Background: an optimization exercise with open tools, aiming at small area and a short achievable clock period. Do not read the settings as production practice. RTL that was checked went through simulation tests only; none was proved equivalent to the original. No driver is modelled on the clock port, so clocking that relies on it looks cheaper here than on a real chip.

== job 101 ==
==> flow/design.v (excerpt) <==
module vedic_multiplier_32x32_pipelined(
    input clk,
    input [31:0] a, b,
    output reg [63:0] result_32x32
);
For scale: roughly 3100 cells after synthesis, roughly 530 flip-flops, ~130 I/O pins, about 33000 sq um of cells after synthesis.
clock: 11.5 ns
lec_check: 0
abc_area: 1
cap_margin: 50
core_margin: 2
core_utilization: 55
cts_cluster_diameter: 120
cts_cluster_size: 26
slew_margin: 70
synth_hierarchical: 1
synth_minimum_keep_size: 0
standard.sh (not shown) runs the stock make flow with config.mk's settings and CLKGATE_MAP_FILE= SYNTH_SCRIPT=/design/flow/synth_recipe.tcl, a recipe that flattens the netlist after the stock synthesis.
==> flow/flow/run.sh <==
#!/bin/bash
# Own layout flow: the standard ORFS flow (standard.sh, unchanged synthesis),
# with the I/O port buffers made of sky130_fd_sc_hd__buf_2 cells instead of the
# delay-cell buffer that buffer_ports picks by default.
# make's full output goes to standard_flow.log here; ORFS keeps each step's log
# under orfs/logs/.
set -euo pipefail
bash standard.sh "BUFFER_PORTS_ARGS=-buffer_cell sky130_fd_sc_hd__buf_2" finish > standard_flow.log 2>&1
Changes in job 102 relative to job 101:
Settings: CTS_CLUSTER_DIAMETER: 120 -> unset; CTS_CLUSTER_SIZE: 26 -> unset.
==> comparison <==
- Looking at share of cell area taken by multi-input logic gates, job 102 sits below job 101.
- Per the comparison of job 102 with job 101, detailed-routed wire length on met3 went up, post-route clock period utilization did not really move.
- Job 102 vs. job 101: sum of routed wire segments on met1 has decreased; sum of routed wire length over all layers saw an increase; total non-filler cell area in the finished layout increased 3.1%; final period demand of the worst path essentially unchanged.
- Sequential share of layout area (higher): job 101
- Final worst-path setup slack delta (job 101 -> job 102): insignificant

* * *

Setup of v44:
vedic_multiplier_32x32_pipelined, a different RTL version from the one above (not shown whole).
Size: roughly 3000 cells after synthesis, ~530 flip-flops, ~130 I/O pins, ~33000 um2 of cells after synthesis.
Settings: LEC_CHECK=0, ABC_AREA=1, CAP_MARGIN=30, CORE_MARGIN=2, CORE_UTILIZATION=55, CTS_CLUSTER_DIAMETER=120, CTS_CLUSTER_SIZE=26, SLEW_MARGIN=50, SYNTH_HIERARCHICAL=1, SYNTH_MINIMUM_KEEP_SIZE=0; clock period 11.5 ns.
==> flow/flow/run.sh <==
#!/bin/bash
# Own layout flow: the standard ORFS flow (standard.sh, unchanged synthesis)
# with two changes:
#  - the I/O port buffers are sky130_fd_sc_hd__buf_2 cells instead of the
#    delay-cell buffer that buffer_ports picks by default;
#  - after CTS, post_cts.tcl drops the clock tree's root buffer when it only
#    feeds the few first-level clock buffers (one stage less for every register).
# make's full output goes to standard_flow.log here; ORFS keeps each step's log
# under orfs/logs/.
set -euo pipefail
here=$(pwd)
bash standard.sh "BUFFER_PORTS_ARGS=-buffer_cell sky130_fd_sc_hd__buf_2" \
  "POST_CTS_TCL=$here/flow/post_cts.tcl" finish > standard_flow.log 2>&1
==> flow/flow/post_cts.tcl <==
set block [ord::get_db_block]
set clknet [[$block findBTerm clk] getNet]
set loads {}
foreach it [$clknet getITerms] { lappend loads $it }
if {[llength $loads] == 1} {
  set root [[lindex $loads 0] getInst]
  set master [[$root getMaster] getName]
  set out [$root findITerm X]
  if {[string match "sky130_fd_sc_hd__clkbuf_*" $master] && $out ne "NULL"} {
    set onet [$out getNet]
    set sinks {}
    foreach it [$onet getITerms] {
      if {[$it getInst] ne $root} { lappend sinks $it }
    }
    set ok [expr {[llength $sinks] <= 4 && [llength [$onet getBTerms]] == 0}]
    foreach it $sinks {
      if {![string match "sky130_fd_sc_hd__clkbuf_*" [[[$it getInst] getMaster] getName]]} { set ok 0 }
    }
    if {$ok} {
      puts "post_cts: removing root clock buffer [$root getName] ($master), port clk now feeds [llength $sinks] buffers"
      foreach it $sinks { $it disconnect; $it connect $clknet }
      [lindex $loads 0] disconnect
      odb::dbInst_destroy $root
      odb::dbNet_destroy $onet
    } else {
      puts "post_cts: root clock buffer kept"
    }
  }
}
Having completed the whole flow, v44 delivered a layout that passed the timing, design-rule and antenna checks.
Setup changes, v44 to v6
Settings: GPL_TIMING_DRIVEN now 0, previously not set.
Notes after the runs:
When the final numbers for v6 and v44 were put side by side, the number of antenna violations at the first check in global routing turned out to be greater in v44. Relative to v44, the final area of v6 is higher by 700 um2. Going from v44 to v6, count of antenna-violating nets left after detailed routing has remained practically unchanged; sum of routed wire length over all layers has increased; fill cell total of the finished layout has decreased; flip-flop and latch share of the layout cell area has decreased. Run comparison: v44 category of the critical setup timing path reg2out; v6 category of the critical setup timing path reg2reg. The higher number of nets in the final layout of v6 and v44 is in v6. v6 vs v44: final cell count up by a few percent. Of v6 and v44, v44 shows the higher maximum frequency, with v6 below it. v6 packs its core tighter than v44.
Edits applied to the flow inputs when going from v6 to v47:
Settings: GPL_TIMING_DRIVEN no longer set, was 0; SLEW_MARGIN now 70, was 50; CAP_MARGIN now 50, was 30.
Notes after the runs:
- Diff v6 -> v47: number of buffers outside the clock class in the layout fell by about 47%, number of synthesized register bits stayed essentially flat.
- Against v6, v47 reports a source-to-sink clock delay at the later pin of the worst-skew pair that is higher.
- Area overhead of the layout relative to synthesis, v47 and v6: larger value in v47
- In v47, the final critical-path required period came out 0.45 ns below the value in v6.
The inputs of v49 differ from those of v47 as listed below.
Settings: a change of SLEW_MARGIN from 70 to 50; an added PLACE_DENSITY of 0.75; a change of CAP_MARGIN from 50 to 30.
Findings:
- v49 did not stop at any stage, and its layout met the timing, design-rule and antenna checks.
- v47 completed end to end with timing, DRC and antenna clean.
- Diff v47 -> v49: routed metal-1 wirelength shows a reduction of about 13%; minimum clock period after layout now larger; achievable clock frequency went down.
- Between v47 and v49, core utilization decreased.
- Relative to v47, antenna diode instance count has gone up in v49.
- Design area, v49 vs v47: down by a few percent
- Taking v49 over v47, the wire length ratio works out to 0.946.
#### Input delta (v22 over v49)
Settings: CAP_MARGIN changed from 30 to 20; SLEW_MARGIN changed from 50 to 30; PLACE_DENSITY removed (was 0.75).
Notes after the runs:
v22: full flow OK, the timing, design-rule and antenna checks passed
Peak clock frequency supported by timing ends up lower on v49.
In the tables for v22 and v49, detailed-routing iteration count for the pre-antenna-repair pass reads higher with v49.
Status: post-detailed-placement cell area parity (v22, v49)
On final instance area, v22 and v49 are basically level.
Of the two candidates, v49 has the worse total via count in the routed design and v22 the better one.

* * *

## willow
Another version of the RTL of vedic_multiplier_32x32_pipelined (not shown whole).
For scale: about 3200 cells after synthesis, roughly 130 I/O pins.
export LEC_CHECK = 0
export ABC_AREA = 1
export CAP_MARGIN = 20
export CORE_MARGIN = 2
export CORE_UTILIZATION = 55
export SLEW_MARGIN = 20
export SYNTH_HIERARCHICAL = 1
export SYNTH_MINIMUM_KEEP_SIZE = 0
create_clock -name core_clock -period 11.5 [get_ports {clk}]
run.sh (not shown) runs the stock make flow with config.mk's settings and CLKGATE_MAP_FILE= SYNTH_SCRIPT=/design/flow/synth_recipe.tcl, a recipe that flattens the netlist after the stock synthesis.
Stock flow here: none of the scripts above is used.
Both conditions hold for willow: the flow ran to the end and the final layout passed the timing, design-rule and antenna checks.
diff inputs: willow => harbor
- CAP_MARGIN changed from 20 to 50
- SLEW_MARGIN changed from 20 to 70
==> flow/flow/run.sh (new file) <==
#!/bin/bash
# Own layout flow: the standard ORFS flow (standard.sh, unchanged synthesis),
# with the I/O port buffers made of sky130_fd_sc_hd__buf_2 cells instead of the
# delay-cell buffer that buffer_ports picks by default.
# make's full output goes to standard_flow.log here; ORFS keeps each step's log
# under orfs/logs/.
set -euo pipefail
bash standard.sh "BUFFER_PORTS_ARGS=-buffer_cell sky130_fd_sc_hd__buf_2" finish > standard_flow.log 2>&1
==> flow/standard.sh (new file) <==
#!/bin/bash
# synth_recipe.tcl (not shown) runs the flow's synth.tcl, then flattens the netlist and writes it again
# the make line also repeats each setting of config.mk as NAME=value (left out here)
make -C /OpenROAD-flow-scripts/flow DESIGN_CONFIG=/design/flow/config.mk WORK_HOME=/design/flow/orfs CLKGATE_MAP_FILE= SYNTH_SCRIPT=/design/flow/synth_recipe.tcl "${@:-finish}"
removed: flow/run.sh
Notes after the runs:
| shortest clock period the worst path allows after layout | harbor vs willow | better |
Compared with willow, in harbor via count has increased, area of combinational cells with multiple inputs level.
Post-placement cell count, willow and harbor: higher on harbor
harbor — data arrival time of the critical path 0.35 ns lower, willow as reference
Setup slack ended up 0.28 ns higher on harbor than on willow.
Total global routing track utilization: willow and harbor compared, higher one is willow
harbor ends up with higher cell area than willow does.
Per the comparison of harbor with willow, wire length reported by the detailed router fell by 1200 um.
Modified inputs, violet compared to harbor
==> flow/run.sh (new file) <==
#!/bin/bash
# synth_recipe.tcl (not shown) runs the flow's synth.tcl, then flattens the netlist and writes it again
# the make line also repeats each setting of config.mk as NAME=value (left out here)
make -C /OpenROAD-flow-scripts/flow DESIGN_CONFIG=/design/flow/config.mk WORK_HOME=/design/flow/orfs CLKGATE_MAP_FILE= SYNTH_SCRIPT=/design/flow/synth_recipe.tcl finish
removed: flow/flow/run.sh
removed: flow/standard.sh
Findings:
- Detailed-route via count delta (violet -> harbor): insignificant
- Between violet and harbor, it is violet whose cell area reported after detailed placement is higher, by 2.0%.
- Against harbor, violet reports a setup slack that is lower.
- harbor vs violet, end of the critical path: r2[114] vs result_32x32[53]
- Run comparison: harbor launching instance or port of the critical path a_r[29]; violet launching instance or port of the critical path result_32x32[53]
- violet ends up with higher met2 track demand over resource than harbor does.
- violet packs its core more tightly than harbor.
- Between harbor and violet, the difference in final cell count is negligible.
No functional check of the RTL was part of any run of this note.

* * *

Another version of the RTL of vedic_multiplier_32x32_pipelined (not shown whole).
For scale: ~3000 cells after synthesis, about 530 flip-flops, about 130 I/O pins.
clock: 11.5 ns
lec_check: 0
abc_area: 1
cap_margin: 30
core_margin: 2
core_utilization: 55
cts_cluster_diameter: 120
cts_cluster_size: 26
slew_margin: 50
synth_hierarchical: 1
synth_minimum_keep_size: 0
standard.sh (not shown) runs the stock make flow with config.mk's settings and CLKGATE_MAP_FILE= SYNTH_SCRIPT=/design/flow/synth_recipe.tcl, a recipe that flattens the netlist after the stock synthesis.
==> flow/flow/run.sh <==
#!/bin/bash
# Own layout flow: the standard ORFS flow (standard.sh, unchanged synthesis)
# with two changes:
#  - the I/O port buffers are sky130_fd_sc_hd__buf_2 cells instead of the
#    delay-cell buffer that buffer_ports picks by default;
#  - after CTS, post_cts.tcl drops the clock tree's root buffer when it only
#    feeds the few first-level clock buffers (one stage less for every register).
# make's full output goes to standard_flow.log here; ORFS keeps each step's log
# under orfs/logs/.
set -euo pipefail
here=$(pwd)
bash standard.sh "BUFFER_PORTS_ARGS=-buffer_cell sky130_fd_sc_hd__buf_2" \
  "POST_CTS_TCL=$here/flow/post_cts.tcl" finish > standard_flow.log 2>&1
Scripts as last shown in full above: flow/flow/post_cts.tcl
The first run finished clean.
Change:
- CAP_MARGIN: 30 -> 50
- SLEW_MARGIN: 50 -> 70
The new run passed the timing, design-rule and antenna checks. Setup slack is worse by 0.0061 ns. Die area does not change. Sequential share of layout area fell by 0.76 points. Synthesized cell count does not change.

* * *

Another version of the RTL of vedic_multiplier_32x32_pipelined (not shown whole).
Size in the first run: roughly 3000 cells after synthesis, about 520 flip-flops, about 130 I/O pins, about 33000 um^2 of cells after synthesis.
export LEC_CHECK = 0
export ABC_AREA = 1
export CAP_MARGIN = 60
export CORE_MARGIN = 2
export CORE_UTILIZATION = 55
export CTS_CLUSTER_DIAMETER = 120
export CTS_CLUSTER_SIZE = 26
export SLEW_MARGIN = 85
export SYNTH_HIERARCHICAL = 1
export SYNTH_MINIMUM_KEEP_SIZE = 0
create_clock -name core_clock -period 11.5 [get_ports {clk}]
==> flow/flow/run.sh <==
#!/bin/bash
# Own layout flow: the standard ORFS flow (standard.sh, unchanged synthesis),
# with the I/O port buffers made of sky130_fd_sc_hd__buf_2 cells instead of the
# delay-cell buffer that buffer_ports picks by default.
# make's full output goes to standard_flow.log here; ORFS keeps each step's log
# under orfs/logs/.
set -euo pipefail
bash standard.sh "BUFFER_PORTS_ARGS=-buffer_cell sky130_fd_sc_hd__buf_2" finish > standard_flow.log 2>&1
The starting point went through all stages and came out clean.
Next try:
CAP_MARGIN = 50   (was 60)
CORE_UTILIZATION = 65   (was 55)
SLEW_MARGIN = 70   (was 85)
Effect: Via count came out lower by 1.7%; core utilization came out lower by 0.78 points; final cell count decreases by 6.5%; count of clock-buffer cells in the layout drops by 2; first-iteration DRC count came out higher by 19%; worst hold slack stays flat.

* * *

vedic_multiplier_32x32_pipelined again, from the RTL that the note above started with.
==> flow/config.mk <==
export PLATFORM = sky130hd
export DESIGN_NAME = vedic_multiplier_32x32_pipelined
export DESIGN_NICKNAME = vedic_multiplier_32x32_pipelined
export VERILOG_FILES = /design/flow/design.v
export SDC_FILE = /design/flow/constraint.sdc
export NUM_CORES = 4
export LEC_CHECK = 0
export ABC_AREA = 1
export CAP_MARGIN = 30
export CORE_MARGIN = 2
export CORE_UTILIZATION = 55
export CTS_CLUSTER_DIAMETER = 120
export CTS_CLUSTER_SIZE = 26
export SLEW_MARGIN = 50
export SYNTH_HIERARCHICAL = 1
export SYNTH_MINIMUM_KEEP_SIZE = 0
==> flow/constraint.sdc <==
create_clock -name core_clock -period 11.5 [get_ports {clk}]
set_input_delay 2.3000 -clock core_clock [delete_from_list [all_inputs] [get_ports {clk}]]
set_output_delay 2.3000 -clock core_clock [all_outputs]
set_load 0.01 [all_outputs]
Scripts as last shown in full above: flow/flow/run.sh
Edit:
==> flow/flow/run.sh (replaced) <==
#!/bin/bash
# Own layout flow: the standard ORFS flow (standard.sh, unchanged synthesis)
# with two changes:
#  - the I/O port buffers are sky130_fd_sc_hd__buf_2 cells instead of the
#    delay-cell buffer that buffer_ports picks by default;
#  - after CTS, post_cts.tcl drops the clock tree's root buffer when it only
#    feeds the few first-level clock buffers (one stage less for every register).
# make's full output goes to standard_flow.log here; ORFS keeps each step's log
# under orfs/logs/.
set -euo pipefail
here=$(pwd)
bash standard.sh "BUFFER_PORTS_ARGS=-buffer_cell sky130_fd_sc_hd__buf_2" \
  "POST_CTS_TCL=$here/flow/post_cts.tcl" finish > standard_flow.log 2>&1
==> flow/flow/post_cts.tcl (new file) <==
set block [ord::get_db_block]
set clknet [[$block findBTerm clk] getNet]
set loads {}
foreach it [$clknet getITerms] { lappend loads $it }
if {[llength $loads] == 1} {
  set root [[lindex $loads 0] getInst]
  set master [[$root getMaster] getName]
  set out [$root findITerm X]
  if {[string match "sky130_fd_sc_hd__clkbuf_*" $master] && $out ne "NULL"} {
    set onet [$out getNet]
    set sinks {}
    foreach it [$onet getITerms] {
      if {[$it getInst] ne $root} { lappend sinks $it }
    }
    set ok [expr {[llength $sinks] <= 4 && [llength [$onet getBTerms]] == 0}]
    foreach it $sinks {
      if {![string match "sky130_fd_sc_hd__clkbuf_*" [[[$it getInst] getMaster] getName]]} { set ok 0 }
    }
    if {$ok} {
      puts "post_cts: removing root clock buffer [$root getName] ($master), port clk now feeds [llength $sinks] buffers"
      foreach it $sinks { $it disconnect; $it connect $clknet }
      [lindex $loads 0] disconnect
      odb::dbInst_destroy $root
      odb::dbNet_destroy $onet
    } else {
      puts "post_cts: root clock buffer kept"
    }
  }
}
--- a/flow/config.mk
+++ b/flow/config.mk
@@ -8,3 +8,3 @@
 export ABC_AREA = 1
-export CAP_MARGIN = 30
+export CAP_MARGIN = 50
 export CORE_MARGIN = 2
@@ -13,3 +13,3 @@
 export CTS_CLUSTER_SIZE = 26
-export SLEW_MARGIN = 50
+export SLEW_MARGIN = 70
 export SYNTH_HIERARCHICAL = 1
The new run produced a clean layout.
Maximum frequency grows slightly.
Cell area rises slightly.
Clock skew went down by 12 ps.
Edit:
==> flow/flow/run.sh (replaced) <==
#!/bin/bash
# Own layout flow: the standard ORFS flow (standard.sh, unchanged synthesis),
# with the I/O port buffers made of sky130_fd_sc_hd__buf_2 cells instead of the
# delay-cell buffer that buffer_ports picks by default.
# make's full output goes to standard_flow.log here; ORFS keeps each step's log
# under orfs/logs/.
set -euo pipefail
bash standard.sh "BUFFER_PORTS_ARGS=-buffer_cell sky130_fd_sc_hd__buf_2" finish > standard_flow.log 2>&1
removed: flow/flow/post_cts.tcl
Area after synthesis stays the same. Via count increases by 0.31%. Global-route usage hardly moves. Routed wire length is about the same.

separate check: timing with driven ports:
In the flow no input, the clock included, has a driving cell. The finished layouts below were timed again as built, in two steps. Step 1 assumes that a clkbuf_16 drives the clock port and a buf_2 every other input. Step 2, shift: input delay + t, output delay - t, t = (earliest + latest rising clock arrival at the registers) / 2. This alone moves slack from input paths to output paths. Slacks: ideal / step 1 / step 2; pairs: ideal / step 1.
| run | shift t [ns] | slack for setup (ns) | worst data-port slew with drivers (ns) |
|---|---|---|---|
| job 101 | 0.659 | 8.145 / 8.076 / 8.340 | 0.07 |
| job 102 | 0.663 | 8.142 / 8.077 / 8.313 | 0.07 |
| v44 | 0.530 | 8.283 / 8.200 / 8.382 | 0.09 |
| v6 | 0.532 | 7.816 / 7.816 / 7.816 | 0.05 |
| v47 | 0.557 | 8.262 / 8.174 / 8.549 | 0.09 |
| v49 | 0.532 | 8.073 / 8.073 / 8.073 | 0.14 |
| v22 | 0.555 | 8.265 / 8.178 / 8.274 | 0.09 |
| willow | 0.685 | 7.588 / 7.588 / 7.588 | 0.08 |
| harbor | 0.682 | 7.869 / 7.869 / 7.869 | 0.10 |
| violet | 0.682 | 7.689 / 7.628 / 7.885 | 0.07 |
| the first run of note 4 | 0.538 | 8.277 / 8.199 / 8.285 | 0.11 |
| the second run of note 4 | 0.534 | 8.271 / 8.192 / 8.572 | 0.09 |
| the first run of note 5 | 0.645 | 8.138 / 8.076 / 8.188 | 0.08 |
| the second run of note 5 | 0.655 | 8.105 / 8.043 / 8.176 | 0.07 |
| the first run of note 6 | 0.636 | 8.138 / 8.076 / 8.178 | 0.09 |
| the second run of note 6 | 0.526 | 8.200 / 8.200 / 8.200 | 0.08 |
| the third run of note 6 | 0.649 | 8.155 / 8.090 / 8.197 | 0.08 |
After both steps setup and hold are still met in every run listed.
